This is an optimization exercise on Yosys and OpenROAD, whose aim is small area, not a production implementation.
Function was checked by simulation only, so behaviour that the tests miss may differ from the original.
No activity file was given, so power comes from the tool's default toggle rates.

[design/flow/design.v]
module uart_tx #(parameter baudrate = 115200)
(
	input clk,
	input rst,
	input [7:0] data_byte,
	input data_ready,
	output reg output_tx
);
	parameter IDLE = 2'b00;
	parameter START = 2'b01;
	parameter DATA = 2'b10;
	parameter END = 2'b11;
	parameter clk_freq = 10000000;
	parameter clks_per_byte = clk_freq / baudrate;
	reg [2:0] state;
	reg [24:0] clk_count;
	reg [3:0] bit_index;
	always @(posedge clk)
	begin
		if (rst)
		begin
			state <= IDLE;
			clk_count <= 0;
			bit_index <= 0;
			output_tx <= 1;
		end
		else
		case (state)
			IDLE:
			begin
				output_tx <= 1;	 
				if (data_ready == 1)   
					begin
						clk_count <= 0;
						state <= START;
					end
			end
			START:
			begin
				output_tx <= 0;   
				clk_count <= clk_count + 1;
				if (clk_count == clks_per_byte)
					begin
					clk_count <= 0;
					state <= DATA;
					end
			end
			DATA:
			begin
				output_tx <= (bit_index > 7) ? 1'b1 : data_byte[bit_index[2:0]];
				clk_count <= clk_count + 1;
				if (clk_count == clks_per_byte)
					begin
						clk_count <= 0;
						bit_index <= bit_index + 1;
					end
				if (bit_index > 7)
					begin
						bit_index <= 0;
						state <= END;
					end
				end
			END:
			begin
				output_tx <= 1;
				clk_count <= clk_count + 1;
				if (clk_count == clks_per_byte) 
					begin
						clk_count <= 0;
						state <= IDLE;
					end
			end
		endcase
	end
endmodule
module uart_rx #(parameter baudrate = 115200) (
	input clk,
	input rst,
	input rx,
	output reg [7:0] out_data,
	output reg done
);
	parameter IDLE = 2'b00;
	parameter START = 2'b01;
	parameter DATA = 2'b10;
	parameter END = 2'b11;
	parameter clk_freq = 10000000;
	parameter clks_per_byte = clk_freq / baudrate;
	reg [2:0] state;
	reg [24:0] clk_count;
	reg [3:0] bit_index;
	reg [7:0] data;
	always @(posedge clk) 
	begin
		if (rst)
		begin
			state <= IDLE;
			clk_count <= 0;
			bit_index <= 0;
			data <= 0;
			done <= 0;
		end
		else
		case (state)
			IDLE: 
			begin
				done <= 0;
				if (rx == 0)
				begin			
					bit_index <= 0;
					clk_count <= 0;
					state <= START;
				end
			end
			START:
			begin
				clk_count <= clk_count + 1;
				if (clk_count == (clks_per_byte / 2)) 
				begin
					clk_count <= 0;
					state <= DATA;
				end
			end
			DATA:
			begin
				clk_count <= clk_count + 1;
				if (clk_count == clks_per_byte)
				begin
					data[bit_index[2:0]] = rx;
					clk_count <= 0;
					bit_index <= bit_index + 1;
					if (bit_index >= 7) 
					begin			
						state <= END;
					end
				end
			end
			END:	 
			begin
				clk_count <= clk_count + 1;
				if (clk_count == clks_per_byte) 
				begin
					done <= 1;
					out_data <= data;
					clk_count <= 0;
					state <= IDLE;
				end
			end
		endcase
	end
endmodule
module uart_trx #(parameter baudrate = 115200)
(
	input clk,
	input rst,
	input [7:0] data_byte,
	input data_ready,
	output output_tx,
	input rx,
	output [7:0] out_data,
	output done
);
	uart_tx #(.baudrate(baudrate)) tx(
		.clk(clk), .rst(rst), .data_byte(data_byte), .data_ready(data_ready),
		.output_tx(output_tx));
	uart_rx #(.baudrate(baudrate)) rxu(
		.clk(clk), .rst(rst), .rx(rx), .out_data(out_data), .done(done));
endmodule
[design/flow/run.sh]
#!/bin/bash
# synth_recipe.tcl (not shown) runs the flow's synth.tcl, then flattens the netlist and writes it again
# the make line also repeats each setting of config.mk as NAME=value (left out here)
make -C /OpenROAD-flow-scripts/flow DESIGN_CONFIG=/design/flow/config.mk WORK_HOME=/design/flow/orfs CLKGATE_MAP_FILE= SYNTH_SCRIPT=/design/flow/synth_recipe.tcl finish
[design/flow/config.mk]
export PLATFORM = sky130hd
export DESIGN_NAME = uart_trx
export DESIGN_NICKNAME = uart_trx
export VERILOG_FILES = /design/flow/design.v
export SDC_FILE = /design/flow/constraint.sdc
export NUM_CORES = 4
export LEC_CHECK = 0
export CAP_MARGIN = 20
export CORE_MARGIN = 2
export CORE_UTILIZATION = 40
export SLEW_MARGIN = 20
[design/flow/constraint.sdc]
create_clock -name core_clock -period 10.0 [get_ports {clk}]
set_input_delay 2.0000 -clock core_clock [delete_from_list [all_inputs] [get_ports {clk}]]
set_output_delay 2.0000 -clock core_clock [all_outputs]
set_load 0.01 [all_outputs]
==> results_dict.tcl, run 1 <==
set metrics [dict create \
    synth_ff_type "dfxtp_1" \
    netlist_instances 506 \
    clock_skew_ns 0.008151 \
    holdBufCountCts 0 \
    io_buffers 21 \
    rows 38 \
    cp_num_buf_inv 1 \
    drc 0 \
    slew_viol_final 0 \
    swShare_pct 34.78 \
    async_flop_share_pct 0 \
    wl_per_cell_um 14.38 \
    min_from "rxu.data[1]" \
    worst-setup-path-type "in -> reg" \
    worstPathCellList "clkdlybuf4s50_1 -> nand2_1 -> nor2_1 -> a221o_1" \
    vias_per_cell 5.769 \
    crit_path_end_kind "register" \
    io_pins 22 \
    grt_start_max_net_pins 57 \
    vias 3773 \
    setup_viol 0 \
    cts_buffer_depth 2 \
    tns_ns 0 \
    arrival_ns 3.85 \
    p_seq_share_pct 40.6 \
    die-area_um2 11780 \
    power_frac_comb_pct 29.6 \
    synth_area_um2 4369 \
    cp_max_fo 10 \
    mostFrequentLayoutCells "72 x dfxtp_1, 41 x nand2_1, 38 x a21oi_1" \
    cts-root-buf "clkbuf_8" \
    hold_viol 0 \
    intPower_w 0.0005700 \
    worst_path_largest_cell_delay_ns 0.73 \
    rsz0062_at_grt "no" \
    tightest_slew_ns 1.058 \
    postCtsSetupBuffers 0 \
    avgSynthCellArea_um2 8.635 \
    start_util_pct 40.66 \
    status "complete, no violations" \
    first_pass_iters 4 \
    drv_cap 0 \
    cts_tree "done" \
    crit_start "rx" \
    die_h_um 108.5 \
    startpoint_type "input pin" \
    areaGrowthSynthToFinish_pct 10.91 \
    fmax_mhz 281.5 \
    gp_congestion 0.7881 \
    yosysUniqueCellTypes 61 \
    cpMaxStageDelayCell "clkdlybuf4s50_1" \
    post-route-period-util_pct 35.52 \
    synth-seq-cells 80 \
    grt_pass1_vias 3404 \
    r2r-start "rxu.clk_count[19]" \
    wl_um 9402 \
    hp-class "reg -> reg" \
    peakVddDrop_uv 128.4 \
    htreeDepth 3 \
    synthesis.nets 537 \
    grt_overflow_total 0 \
    power_leakage_nw 1.606 \
    insertion_delay_ns 0.35 \
    power.density_nw_per_um2 180.4 \
    drtIter0Drc 199 \
    required_ns 10.30 \
    seq_area_frac_synth_pct 38.49 \
    core_um2 10750 \
    layout_commonest_cell "dfxtp_1" \
    track_usage_pct 16.96 \
    numCtsBuffers 9 \
    num_antenna_cells 0 \
    power_frac_clock_pct 29.9 \
    antenna_found_initial 0 \
    cts.sinks 80 \
    die_w_um 108.5 \
    yosys_warnings 2 \
    period_needed_ns 3.552 \
    holdWs_ns 0.4347 \
    grt_pass1_wl_um 16080 \
    cts-resized-gates 0 \
    finalCoreUtilization_pct 45.10 \
    synth_edf_count 8 \
    ant_nets 0 \
    worst_setup_hold_path_clk_slew_ns 0.08 \
    power.switching_w 0.0003040 \
    max_slew_margin_pct 29.50 \
    crit_family "simple AND/OR/NAND/NOR gates" \
    layout-drive-gt1-share_pct 6.420 \
    layout.nets 540 \
    dpl.hpwl_um 6234 \
]
==> stage by stage <==
stage	worst slack [ns]	power (W)	instance area [µm²]	cells
CTS	6.486	0.0008832	4846	654
floorplan	6.655	0.0005614	4369	506
global placement	6.142	0.0006138	4634	638
finish	6.448	0.0008740	4846	654
detailed placement	6.097	0.0006214	4634	638
global route	6.266	0.0009350	4846	654
==> kinds of logic after synthesis <==
family,count (synthesis),synth area share [%]
fa+ha+maj,19,5.441
mux,9,2.663
compound gates,143,22.42
flops,80,38.49
xor+xnor,5,1.002
buf+inv,52,4.954
simple gates,198,25.03
==> sequential cells by signal, indices dropped and copies added, names as in the netlist, 2 cells and up <==
name	count
tx.clk_count	25
rxu.clk_count	25
rxu.out_data	8
rxu.bit_index	4
tx.state	2
rxu.state	2
tx.bit_index	4
rxu.data	8
==> area by class of cell <==
type                            count  area (µm²)
Clock buffer                       10       127.6
Clock inverter                      6       83.83
Fill cell                        1078        5899
Inverter                           21       78.83
Multi-Input combinational cell    374        2479
Sequential cell                    80        1682
Tap cell                          140       175.2
Timing Repair Buffer               23       220.2
==> power by group through the flow <==
stage / clock, W / sequential, W / combinational (W)
after global placement: 0 / 0.000361 / 0.000253
after detailed placement: 0 / 0.000362 / 0.000259
final: 0.000261 / 0.000354 / 0.000259
after floorplan: 0 / 0.000358 / 0.000203
after global routing: 0.000282 / 0.000357 / 0.000295
after CTS: 0.000269 / 0.000354 / 0.000260
==> routing by layer <==
| metal | global-route usage, % | part of all wire [%] |
|---|---|---|
| met2 | 27.46 | 47 |
| met3 | 5.124 | 4.0 |
| met1 | 21.84 | 48 |
| met5 | 0 | 0 |
| met4 | 4.853 | 1.2 |
==> Yosys cell counts, drive strengths merged, types with 6 or more instances <==
cell type / count / area share [%]
inv: 21 / 1.8
nor3: 13 / 1.6
a311oi: 13 / 2.6
a211o: 6 / 1.2
nand2: 41 / 3.5
mux2i: 6 / 1.4
o21ai: 24 / 2.7
buf: 7 / 1.1
clkbuf: 24 / 2.1
nand4: 16 / 2.3
a41oi: 8 / 1.6
nand3: 33 / 3.9
nor4: 10 / 2.3
and3: 10 / 1.4
nor2: 35 / 3.0
a211oi: 8 / 1.5
edfxtp: 8 / 5.5
dfxtp: 72 / 33
a21oi: 38 / 4.4
a31oi: 19 / 2.7
ha: 19 / 5.4
==> final timing paths <==
check | end | slack [ns] | cells past startpoint
hold / removal | rxu.out_data[1] | 0.43 | 0
setup / recovery | rxu.clk_count[7] | 6.45 | 4
hold reg to reg | rxu.out_data[1] | 0.43 | 0
setup reg to reg | rxu.out_data[0] | 7.53 | 5
==> run 2: changes to the inputs <==
==> design/flow/design.v (replaced) <==
module uart_tx #(parameter baudrate = 115200)
(
	input clk,
	input rst,
	input [7:0] data_byte,
	input data_ready,
	output reg output_tx
);
	localparam [3:0] START = 4'b0000;
	localparam [3:0] STOP  = 4'b0001;
	localparam [3:0] IDLE  = 4'b0011;
	reg [3:0] phase;
	reg [6:0] cnt;
	wire idle = (phase == IDLE);
	wire tc = cnt[0] & cnt[1] & cnt[3] & cnt[4];
	always @(posedge clk)
	begin
		cnt <= (idle | tc) ? 7'b0110010 : {cnt[5:0], ~(cnt[6] ^ cnt[2])};
		if (rst)
			phase <= IDLE;
		else if (idle)
			phase <= data_ready ? START : IDLE;
		else if (tc)
			case (phase)
				START:   phase <= 4'b1000;
				4'b1111: phase <= STOP;
				STOP:    phase <= IDLE;
				default: phase <= phase + 4'd1;
			endcase
		if (rst)
			output_tx <= 1'b1;
		else if (phase[3])
			output_tx <= data_byte[phase[2:0]];
		else
			output_tx <= (phase != START);
	end
endmodule
module uart_rx #(parameter baudrate = 115200)
(
	input clk,
	input rst,
	input rx,
	output reg [7:0] out_data,
	output done
);
	localparam [3:0] IDLE  = 4'd0;
	localparam [3:0] DONE  = 4'd1;
	localparam [3:0] START = 4'd2;   
	localparam [3:0] LAST  = 4'd11;  
	reg [3:0] phase;
	reg [6:0] cnt;
	reg [7:0] data;
	wire idle = (phase == IDLE) | (phase == DONE);
	wire tc = cnt[0] & cnt[1] & cnt[3] & cnt[4];
	assign done = (phase == DONE);
	always @(posedge clk)
	begin
		cnt <= idle ? 7'b1101000 : tc ? 7'b0110010 : {cnt[5:0], ~(cnt[6] ^ cnt[2])};
		if (rst)
			phase <= IDLE;
		else if (idle)
			phase <= rx ? IDLE : START;
		else if (tc)
			phase <= (phase == LAST) ? DONE : phase + 4'd1;
		if (tc)
			data <= {rx, data[7:1]};
		if (tc && phase == LAST)
			out_data <= data;
	end
endmodule
module uart_trx #(parameter baudrate = 115200)
(
	input clk,
	input rst,
	input [7:0] data_byte,
	input data_ready,
	output output_tx,
	input rx,
	output [7:0] out_data,
	output done
);
	uart_tx #(.baudrate(baudrate)) tx(
		.clk(clk), .rst(rst), .data_byte(data_byte), .data_ready(data_ready),
		.output_tx(output_tx));
	uart_rx #(.baudrate(baudrate)) rxu(
		.clk(clk), .rst(rst), .rx(rx), .out_data(out_data), .done(done));
endmodule
--- a/design/flow/config.mk
+++ b/design/flow/config.mk
@@ -9,3 +9,5 @@
 export CORE_MARGIN = 2
-export CORE_UTILIZATION = 40
+export CORE_UTILIZATION = 70
+export CTS_BUF_LIST = sky130_fd_sc_hd__clkbuf_4
+export CTS_CLUSTER_SIZE = 50
 export SLEW_MARGIN = 20
==> run 2 against run 1 <==
  * Still clean
  * Core utilization up 44 points
  * Synthesized area down 65%
  * Wire length down 69%
  * Via count down 72%
  * Combinational power down 89%
  * Synthesized cell count down 75%
  * Largest cell class is now registers
  * Largest power group unchanged
==> results_dict.tcl, run 2 <==
set metrics [dict create \
    timing.final.ws_setup_ns 6.323 \
    cpMaxStageDelayCell "clkdlybuf4s50_1" \
    fmax_mhz 272.0 \
    io_buffers 21 \
    insertion_delay_ns 0.36 \
    vias 1075 \
    rows 16 \
    period_needed_ns 3.677 \
    grt_overflow_total 0 \
    dpl.hpwl_um 2159 \
    cts-root-buf "clkbuf_4" \
    async_flop_share_pct 0 \
    arrival_ns 1.68 \
    die_h_um 50.43 \
    numCtsBuffers 5 \
    layout.nets 167 \
    cp_num_buf_inv 1 \
    r2r-start "tx.phase[0]" \
    seq_area_frac_synth_pct 62.35 \
    hold_depth 0 \
    die_w_um 50.43 \
    crit_path_end_kind "output pin" \
    synth_area_um2 1509 \
    track_usage_pct 26.67 \
    hold_viol 0 \
    ant_nets 0 \
    cts_tree "done" \
    io_pins 22 \
    startpoint_type "register" \
    yosys-top-cells-area "edfxtp_1 32%, dfxtp_1 31%, ha_1 5.0%, nand2_1 2.7%, mux2i_1 2.7%" \
    num_antenna_cells 0 \
    synth_top_cell_by_area "edfxtp_1" \
    cts-resized-gates 0 \
    worst_path_largest_cell_delay_ns 0.54 \
    layout_commonest_cell "dfxtp_1" \
    post-route-period-util_pct 36.77 \
    synth_most_common_cell "dfxtp_1" \
    reg_top3 "rxu.data x8, rxu.out_data x8" \
    multi_input_area_um2 521.8 \
    worstPathCellList "ha_1 -> and2_1 -> clkdlybuf4s50_1" \
    tightest_slew_ns 0.6372 \
    core_um2 2002 \
    gp_congestion 0.7746 \
    status "complete, no violations" \
    fillers 94 \
    rsz0062_at_grt "no" \
    layout-drive-gt1-share_pct 7.333 \
    regArea_um2 940.9 \
    cts_buffer_depth 2 \
    cts.sinks 39 \
    required_ns 8.00 \
    drv_cap 0 \
    synth_ff_type "dfxtp_1" \
    reg2reg_slack_ns 8.17 \
    wl_per_cell_um 16.56 \
    worst_setup_hold_path_clk_slew_ns 0.12 \
    min_from "rxu.data[0]" \
    netlist_instances 124 \
    hp-class "reg -> reg" \
    timing.rr.end "tx.phase[3]" \
    avgSynthCellArea_um2 12.17 \
    peakVddDrop_uv 151.6 \
    yosys-top-cells-count "23 x dfxtp_1, 16 x edfxtp_1, 11 x nand2_1" \
    drc 0 \
    postCtsSetupBuffers 0 \
    htreeDepth 2 \
    holdBufCountCts 0 \
    grt_start_max_net_pins 17 \
    min_to "rxu.out_data[0]" \
    antenna_found_initial 0 \
    power_leakage_nw 0.6652 \
    worst-setup-path-type "reg -> out" \
    drtIter0Drc 26 \
    max_slew_margin_pct 57.36 \
    die-area_um2 2543 \
    clock_skew_ns 0.01510 \
    yosysUniqueCellTypes 39 \
    power.density_nw_per_um2 161.2 \
    grt_pass1_wl_um 4685 \
    mostFrequentLayoutCells "23 x dfxtp_1, 21 x clkdlybuf4s50_1, 16 x edfxtp_1" \
    areaGrowthSynthToFinish_pct 18.32 \
    grt_pass1_vias 1017 \
    synthesis.nets 142 \
    slew_viol_final 0 \
    ff2ff_path_depth 5 \
    vias_per_cell 6.073 \
    cp_max_fo 6 \
    crit_family "buffers and inverters" \
    synth_top_area_share_pct 31.84 \
    tns_ns 0 \
    wl_um 2932 \
    setup_viol 0 \
    place_ws_ns 6.615 \
    start_util_pct 75.37 \
    synth-seq-cells 39 \
    synth_edf_count 16 \
    first_pass_iters 4 \
    yosys_warnings 2 \
]
-- run 2: changes by cell type in the layout (fill, tap and decap cells not counted), moves of 9 or more --
cell / before / now
clkbuf_8: 9 / 0
a311oi_1: 13 / 0
a21oi_1: 38 / 4
nand4_1: 16 / 3
a31oi_1: 19 / 0
o21ai_0: 23 / 3
nand2_1: 41 / 11
inv_1: 21 / 6
nor2_1: 35 / 6
nor3_1: 12 / 3
dfxtp_1: 72 / 23
ha_1: 19 / 6
nand3_1: 32 / 2
-- run 2: cells by family after synthesis --
family,count (synthesis),share of synthesized area [%]
flip-flops,39,62.35
multiplexers,6,4.892
adder cells (fa/ha/maj),6,4.975
XOR/XNOR,2,1.161
AO/OA/AOI/OAI,20,9.453
AND/OR/NAND/NOR,41,14.10
buffers and inverters,10,3.067
-- run 2: worst max path at each step --
| stage | from | endpoint | slack [ns] | depth (start not counted) |
|---|---|---|---|---|
| 3_5_place_dp | data_byte[7] | tx.output_tx | 6.62 | 5 |
| 4_1_cts | rxu.phase[0] | done | 6.31 | 3 |
| 2_1_floorplan | data_byte[7] | tx.output_tx | 7.13 | 4 |
| 3_3_place_gp | data_byte[7] | tx.output_tx | 6.70 | 5 |
| 5_1_grt | rxu.phase[0] | done | 6.24 | 3 |
| 6_report | rxu.phase[0] | done | 6.32 | 3 |
-- run 2: through the flow --
stage / cells / utilization, % / hold slack (ns) / total power, W / instance area [µm²]
after floorplan: 124 / - / 0.4003 / 0.0002057 / 1509
after global placement: 169 / 86.56 / 0.4050 / 0.0002123 / 1733
after detailed placement: 169 / 86.56 / 0.4242 / 0.0002153 / 1733
after CTS: 177 / 89.19 / 0.4463 / 0.0002887 / 1785
after global routing: 177 / 89.19 / 0.4536 / 0.0002980 / 1785
final: 177 / 89.19 / 0.4362 / 0.0002879 / 1785
-- run 2: report_power, final --
part	total, W	switching (W)	internal (W)
registers	0.000183	0.00000820	0.000174
clock network	0.0000757	0.0000497	0.0000260
logic	0.0000296	0.0000135	0.0000162
total	0.000288	0.0000714	0.000216
-- run 2: worst register-to-register path, stage by stage (launching register included) --
cell and delay [ns]:
dfxtp_1 0.60, ha_1 0.33, a21oi_1 0.05, o21ai_0 0.27
o311ai_0 0.23, a32o_1 0.25
-- run 2: metal layers --
metal / part of all wire, % / up-vias / track usage (%)
met4: 3.6 / 0 / 15.32
met1: 41 / 524 / 30.67
met5: 0 / - / 0
met3: 5.7 / 12 / 8.333
met2: 50 / 42 / 43.86
li1: - / 497 / -
-- run 2: area by class of cell --
class                      count  share of cell area [%]
clock buffer                   5                   2.102
clock inverter                 3                  0.8409
inverter                       7                   1.472
multi-input combinational     75                   29.22
sequential                    39                   52.70
tap                           27                   1.892
timing repair buffer          21                   11.77
==> run 3: changes to the inputs <==
--- a/design/flow/config.mk
+++ b/design/flow/config.mk
@@ -9,5 +9,3 @@
 export CORE_MARGIN = 2
-export CORE_UTILIZATION = 70
-export CTS_BUF_LIST = sky130_fd_sc_hd__clkbuf_4
-export CTS_CLUSTER_SIZE = 50
+export CORE_UTILIZATION = 40
 export SLEW_MARGIN = 20
==> run 3 against run 2 <==
  * Still clean
  * Clock-buffer cell count increased by 3
  * Worst setup slack improved by 0.12 ns
  * Non-clock buffer count unchanged
  * Combinational power decreased by 4%
  * Power increased by 12%
  * Worst hold slack got worse by 0.0076 ns
  * Largest power group unchanged
==> results_dict.tcl, run 3 <==
set metrics [dict create \
    hold_depth 1 \
    vias_per_cell 4.939 \
    io_pins 22 \
    placed_cells 190 \
    cts_buffer_depth 2 \
    final_area_um2 1859 \
    hold_viol 0 \
    yosysUniqueCellTypes 39 \
    synth_xor_area_share_pct 1.161 \
    multi_input_area_um2 521.8 \
    yosys.area_share.simple_pct 14.10 \
    cp_max_fo 6 \
    reg2reg_slack_ns 8.31 \
    die_w_um 65.42 \
    max_slew_margin_pct 56.55 \
    netlist_instances 124 \
    wl_per_cell_um 11.98 \
    p_total_w 0.0003238 \
    postCtsSetupBuffers 0 \
    grt_overflow_total 0 \
    fmax_mhz 281.4 \
    startpoint_type "register" \
    synth_most_common_cell "dfxtp_1" \
    crit_path_end_kind "output pin" \
    die-area_um2 4280 \
    holdWs_ns 0.4286 \
    vias 978 \
    drc 0 \
    async_flop_share_pct 0 \
    synth_top_area_share_pct 31.84 \
    drv_cap 0 \
    power_leakage_nw 0.6877 \
    arrival_ns 1.55 \
    clock_skew_ns 0.001952 \
    period_needed_ns 3.553 \
    fillers 337 \
    grt_pass1_vias 954 \
    post-route-period-util_pct 35.53 \
    yosys_warnings 2 \
    synth-seq-cells 39 \
    io_buffers 21 \
    ant_nets 0 \
    reg_top3 "rxu.data x8, rxu.out_data x8" \
    antenna_found_initial 0 \
    synth_ff_type "dfxtp_1" \
    required_ns 8.00 \
    grt_start_max_net_pins 17 \
    rsz0062_at_grt "no" \
    drtIter0Drc 53 \
    first_pass_iters 4 \
    worst-setup-path-type "reg -> out" \
    areaGrowthSynthToFinish_pct 23.22 \
    cts-resized-gates 0 \
    mostFrequentLayoutCells "23 x dfxtp_1, 21 x clkdlybuf4s50_1, 16 x edfxtp_1" \
    grt_pass1_wl_um 4098 \
    synth_top_family_by_area "simple AND/OR/NAND/NOR gates" \
    setup_viol 0 \
    r2r-start "tx.phase[0]" \
    avgSynthCellArea_um2 12.17 \
    synth_edf_count 16 \
    holdBufCountCts 0 \
    cts-root-buf "clkbuf_8" \
    tns_ns 0 \
    layout_commonest_cell "dfxtp_1" \
    gp_congestion 0.8205 \
    synth.area.mux_share_pct 4.892 \
    slew_viol_final 0 \
    synth_compound_area_share_pct 9.453 \
    layout-drive-gt1-share_pct 7.333 \
    ff2ff_path_depth 4 \
    track_usage_pct 13.24 \
    timing.rr.end "tx.phase[3]" \
    cts_tree "done" \
    synthAdderAreaFrac_pct 4.975 \
    insertion_delay_ns 0.29 \
    seq_area_frac_synth_pct 62.35 \
    layout.nets 167 \
    synth_top_cell_by_area "edfxtp_1" \
    die_h_um 65.42 \
    num_antenna_cells 0 \
    worst_setup_hold_path_clk_slew_ns 0.07 \
    numCtsBuffers 5 \
    tightest_slew_ns 0.6493 \
    dpl_cell_area_um2 1759 \
    status "complete, no violations" \
    synth_area_um2 1509 \
    wl_um 2372 \
    core_um2 3633 \
    yosys-top-cells-area "edfxtp_1 32%, dfxtp_1 31%, ha_1 5.0%, nand2_1 2.7%, mux2i_1 2.7%" \
    rows 22 \
    power.density_nw_per_um2 174.1 \
    hp-class "reg -> reg" \
    min_from "rxu.cnt[5]" \
    htreeDepth 2 \
    start_util_pct 41.53 \
    final_cells 198 \
    regArea_um2 940.9 \
    yosys-top-cells-count "23 x dfxtp_1, 16 x edfxtp_1, 11 x nand2_1" \
    cts.sinks 39 \
    peakVddDrop_uv 70.18 \
    min_to "rxu.cnt[6]" \
    synthesis.nets 142 \
    dpl.hpwl_um 1665 \
]
[run 3: worst max path at each step]
stage                 start           end  slack (ns)  cells after the start
6_report       rxu.phase[0]          done        6.45                      3
5_1_grt        rxu.phase[0]          done        6.34                      3
4_1_cts        rxu.phase[0]          done        6.42                      3
3_5_place_dp   data_byte[7]  tx.output_tx        6.68                      5
3_3_place_gp   data_byte[7]  tx.output_tx        6.71                      5
2_1_floorplan  data_byte[7]  tx.output_tx        7.13                      4
[run 3: power by group]
group	switching, W	internal (W)	leakage [nW]
Combinational	0.0000121	0.0000162	0.303
Clock	0.0000501	0.0000628	0.0515
Sequential	0.00000802	0.000175	0.333
[run 3: through the flow]
stage | setup WS, ns | util (%)
global route | 6.341 | 51.17
global placement | 6.706 | 48.42
CTS | 6.423 | 51.17
finish | 6.447 | 51.17
detailed placement | 6.680 | 48.42
floorplan | 7.127 | -
[run 3: cell families after synthesis]
group	Yosys count
simple gates	41
flops	39
compound gates	20
buf+inv	10
mux	6
fa+ha+maj	6
xor+xnor	2
[run 3: cell type report]
cell class	instances	share of cell area (%)
Sequential cell	39	50.61
Multi-Input combinational cell	75	28.06
Timing Repair Buffer	21	11.31
Clock buffer	8	5.384
Tap cell	48	3.230
Inverter	7	1.413
[run 3: routing by layer]
metal  track usage [%]  up-vias  wire length, µm
met3             3.938        6              101
met5                 0        -                0
met1             14.96      451             1098
met4             10.16        0               70
li1                  -      499                -
met2             20.92       22             1102
[run 3: critical path: stages (launching register included)]
cell and delay, ns:
dfxtp_1 0.42, ha_1 0.19, and2_1 0.12, clkdlybuf4s50_1 0.53
==> run 4: changes to the inputs <==
==> design/flow/flow/run.sh (new file) <==
#!/bin/bash
# Standard layout, with the port buffers made of the smallest buffer.
export BUFFER_PORTS_ARGS="-buffer_cell sky130_fd_sc_hd__buf_1"
bash standard.sh finish > standard.log 2>&1
==> design/flow/standard.sh (new file) <==
#!/bin/bash
# synth_recipe.tcl (not shown) runs the flow's synth.tcl, then flattens the netlist and writes it again
# the make line also repeats each setting of config.mk as NAME=value (left out here)
make -C /OpenROAD-flow-scripts/flow DESIGN_CONFIG=/design/flow/config.mk WORK_HOME=/design/flow/orfs CLKGATE_MAP_FILE= SYNTH_SCRIPT=/design/flow/synth_recipe.tcl "${@:-finish}"
--- a/design/flow/config.mk
+++ b/design/flow/config.mk
@@ -9,3 +9,5 @@
 export CORE_MARGIN = 2
-export CORE_UTILIZATION = 40
+export CORE_UTILIZATION = 70
+export CTS_BUF_LIST = sky130_fd_sc_hd__clkbuf_4
+export CTS_CLUSTER_SIZE = 50
 export SLEW_MARGIN = 20
removed: design/flow/run.sh
==> run 4 against run 3 <==
  * Critical path depth unchanged
  * Power down 11%
  * Die area down 41%
  * Register-to-register slack worse by 0.06 ns
  * Synthesized area unchanged
  * Largest cell class unchanged
  * Maximum frequency up 8.0%
  * Critical path type unchanged
  * Largest power group unchanged
  * Non-clock buffer count unchanged
==> results_dict.tcl, run 4 <==
set metrics [dict create \
    tightest_slew_ns 0.6737 \
    netlist_instances 124 \
    layout.nets 167 \
    num_antenna_cells 0 \
    yosys-top-cells-area "edfxtp_1 32%, dfxtp_1 31%, ha_1 5.0%, nand2_1 2.7%, mux2i_1 2.7%" \
    cts-resized-gates 0 \
    synth_edf_count 16 \
    clock_skew_ns 0.004903 \
    vias_per_cell 5.853 \
    power_frac_clock_pct 27.7 \
    status "complete, no violations" \
    first_pass_iters 5 \
    vias 1036 \
    layout-drive-gt1-share_pct 8.000 \
    die-area_um2 2543 \
    p_seq_share_pct 63.1 \
    rows 16 \
    cp_max_fo 6 \
    crit_path_end_kind "output pin" \
    worst_path_largest_cell_delay_ns 0.46 \
    track_usage_pct 25.48 \
    grt_overflow_total 0 \
    reg_top3 "rxu.data x8, rxu.out_data x8" \
    required_ns 8.00 \
    slew_viol_final 0 \
    numCtsBuffers 5 \
    worst-setup-path-type "reg -> out" \
    holdBufCountCts 0 \
    hold_viol 0 \
    yosysUniqueCellTypes 39 \
    areaGrowthSynthToFinish_pct 9.950 \
    start_util_pct 75.37 \
    wl_um 2825 \
    finalCoreUtilization_pct 82.88 \
    max_slew_margin_pct 54.92 \
    ant_nets 0 \
    async_flop_share_pct 0 \
    peakVddDrop_uv 188.2 \
    power.density_nw_per_um2 174.6 \
    cts_buffer_depth 2 \
    cts.sinks 39 \
    wl_per_cell_um 15.96 \
    final_area_um2 1659 \
    drc 0 \
    core_um2 2002 \
    fmax_mhz 304.1 \
    die_w_um 50.43 \
    period_needed_ns 3.289 \
    grt_pass1_vias 982 \
    yosys_warnings 2 \
    power.switching_w 0.00006910 \
    synth_top_area_share_pct 31.84 \
    synth_area_um2 1509 \
    drtIter0Drc 54 \
    seq_area_frac_synth_pct 62.35 \
    cpMaxStageDelayCell "dfxtp_1" \
    grt_pass1_wl_um 4623 \
    startpoint_type "register" \
    synth-seq-cells 39 \
    mostFrequentLayoutCells "23 x dfxtp_1, 21 x buf_1, 16 x edfxtp_1" \
    antenna_found_initial 0 \
    die_h_um 50.43 \
    dpl_cell_area_um2 1602 \
    post-route-period-util_pct 32.89 \
    worstPathCellList "ha_1 -> and2_1 -> buf_1" \
    insertion_delay_ns 0.33 \
    power_leakage_nw 0.6150 \
    htreeDepth 2 \
    fillers 129 \
    synth_ff_type "dfxtp_1" \
    cts_tree "done" \
    cp_num_buf_inv 1 \
    io_buffers 21 \
    hp-class "reg -> reg" \
    swShare_pct 23.86 \
    avgSynthCellArea_um2 12.17 \
    power_frac_comb_pct 9.2 \
    arrival_ns 1.29 \
    synth_top_cell_by_area "edfxtp_1" \
    yosys-top-cells-count "23 x dfxtp_1, 16 x edfxtp_1, 11 x nand2_1" \
    intPower_w 0.0002205 \
    io_pins 22 \
    cts-root-buf "clkbuf_4" \
    synthesis.nets 142 \
    dpl.hpwl_um 2012 \
    tns_ns 0 \
    rsz0062_at_grt "no" \
    crit_family "flip-flops" \
    gp_congestion 0.8313 \
    setup_viol 0 \
    grt_start_max_net_pins 17 \
    synth_most_common_cell "dfxtp_1" \
    postCtsSetupBuffers 0 \
    layout_commonest_cell "dfxtp_1" \
    drv_cap 0 \
    worst_setup_hold_path_clk_slew_ns 0.11 \
]
-- run 4: cell types whose count changed in the layout (fill, tap and decap cells not counted), sizes merged --
cell and change:
clkbuf -1, clkdlybuf4s50 -21, buf +21, clkinv +1
-- run 4: routing by layer --
layer / track usage (%) / vias to the layer above / part of all wire, %
li1: - / 497 / -
met1: 30.97 / 488 / 43
met2: 42.54 / 47 / 51
met3: 6.250 / 4 / 5.1
met4: 12.16 / 0 / 1.0
met5: 0 / - / 0
-- run 4: power by group through the flow --
stage               registers [W]  clock network, W   logic, W
finish                   0.000183         0.0000802  0.0000268
global route             0.000184         0.0000855  0.0000301
CTS                      0.000182         0.0000814  0.0000266
detailed placement       0.000186                 0  0.0000262
global placement         0.000185                 0  0.0000239
floorplan                0.000183                 0  0.0000230
-- run 4: per-stage QoR --
step | hold slack, ns | setup WS (ns) | cells | power (W)
finish | 0.4464 | 6.711 | 177 | 0.0002896
CTS | 0.4462 | 6.701 | 177 | 0.0002905
global route | 0.4672 | 6.590 | 177 | 0.0002996
global placement | 0.4055 | 7.035 | 169 | 0.0002093
detailed placement | 0.4216 | 6.967 | 169 | 0.0002122
floorplan | 0.4003 | 7.127 | 124 | 0.0002057
-- run 4: final timing paths --
path	from	to	slack, ns	cells after the start
setup / recovery	rxu.phase[0]	done	6.71	3
hold / removal	rxu.cnt[5]	rxu.cnt[6]	0.45	1
setup reg to reg	rxu.phase[0]	rxu.out_data[0]	8.25	3
hold reg to reg	rxu.cnt[5]	rxu.cnt[6]	0.45	1
-- run 4: area by class of cell --
cell class	count	area (µm²)	area share, %
inverter	7	26.28	1.584
clock inverter	1	5.005	0.3017
sequential	39	940.9	56.71
timing repair buffer	21	78.83	4.751
clock buffer	7	52.55	3.167
tap	27	33.78	2.036
multi-input combinational	75	521.8	31.45
-- run 4: kinds of logic after synthesis --
group / share of synthesized area, %
AO/OA/AOI/OAI: 9.453
flip-flops: 62.35
multiplexers: 4.892
XOR/XNOR: 1.161
adder cells (fa/ha/maj): 4.975
AND/OR/NAND/NOR: 14.10
buffers and inverters: 3.067

-- separate check: timing with driven ports --
The results above use ideal ports. As a check the final layouts listed here were re-extracted and re-timed, cells and wires unchanged.
Step 1 (the two cells are an assumption about what drives the block):
set clk [get_ports {clk}]
set_driving_cell -lib_cell sky130_fd_sc_hd__clkbuf_16 $clk
set_driving_cell -lib_cell sky130_fd_sc_hd__buf_2 [delete_from_list [all_inputs] $clk]
Step 2 moves the port delays by t, midway between the first and last clock arrival at a register: inputs arrive t later, outputs are due t later. That takes back most of the time a late clock gives input paths.
Slacks: ideal / step 1 / step 2; pairs: ideal / step 1.
run | t, ns | setup slack, ns | clock arrival spread, ns
run 1 | 0.381 | 6.448 / 6.449 / 6.068 | 0.009 / 0.008
run 2 | 0.368 | 6.323 / 6.303 / 6.604 | 0.016 / 0.015
run 3 | 0.313 | 6.447 / 6.424 / 6.678 | 0.002 / 0.002
run 4 | 0.350 | 6.711 / 6.690 / 6.957 | 0.005 / 0.005
After both steps every run listed still meets setup and hold. The setup slack of run 1, which loses most, moves by +0.001 ns with the drivers and by -0.380 ns with both steps.
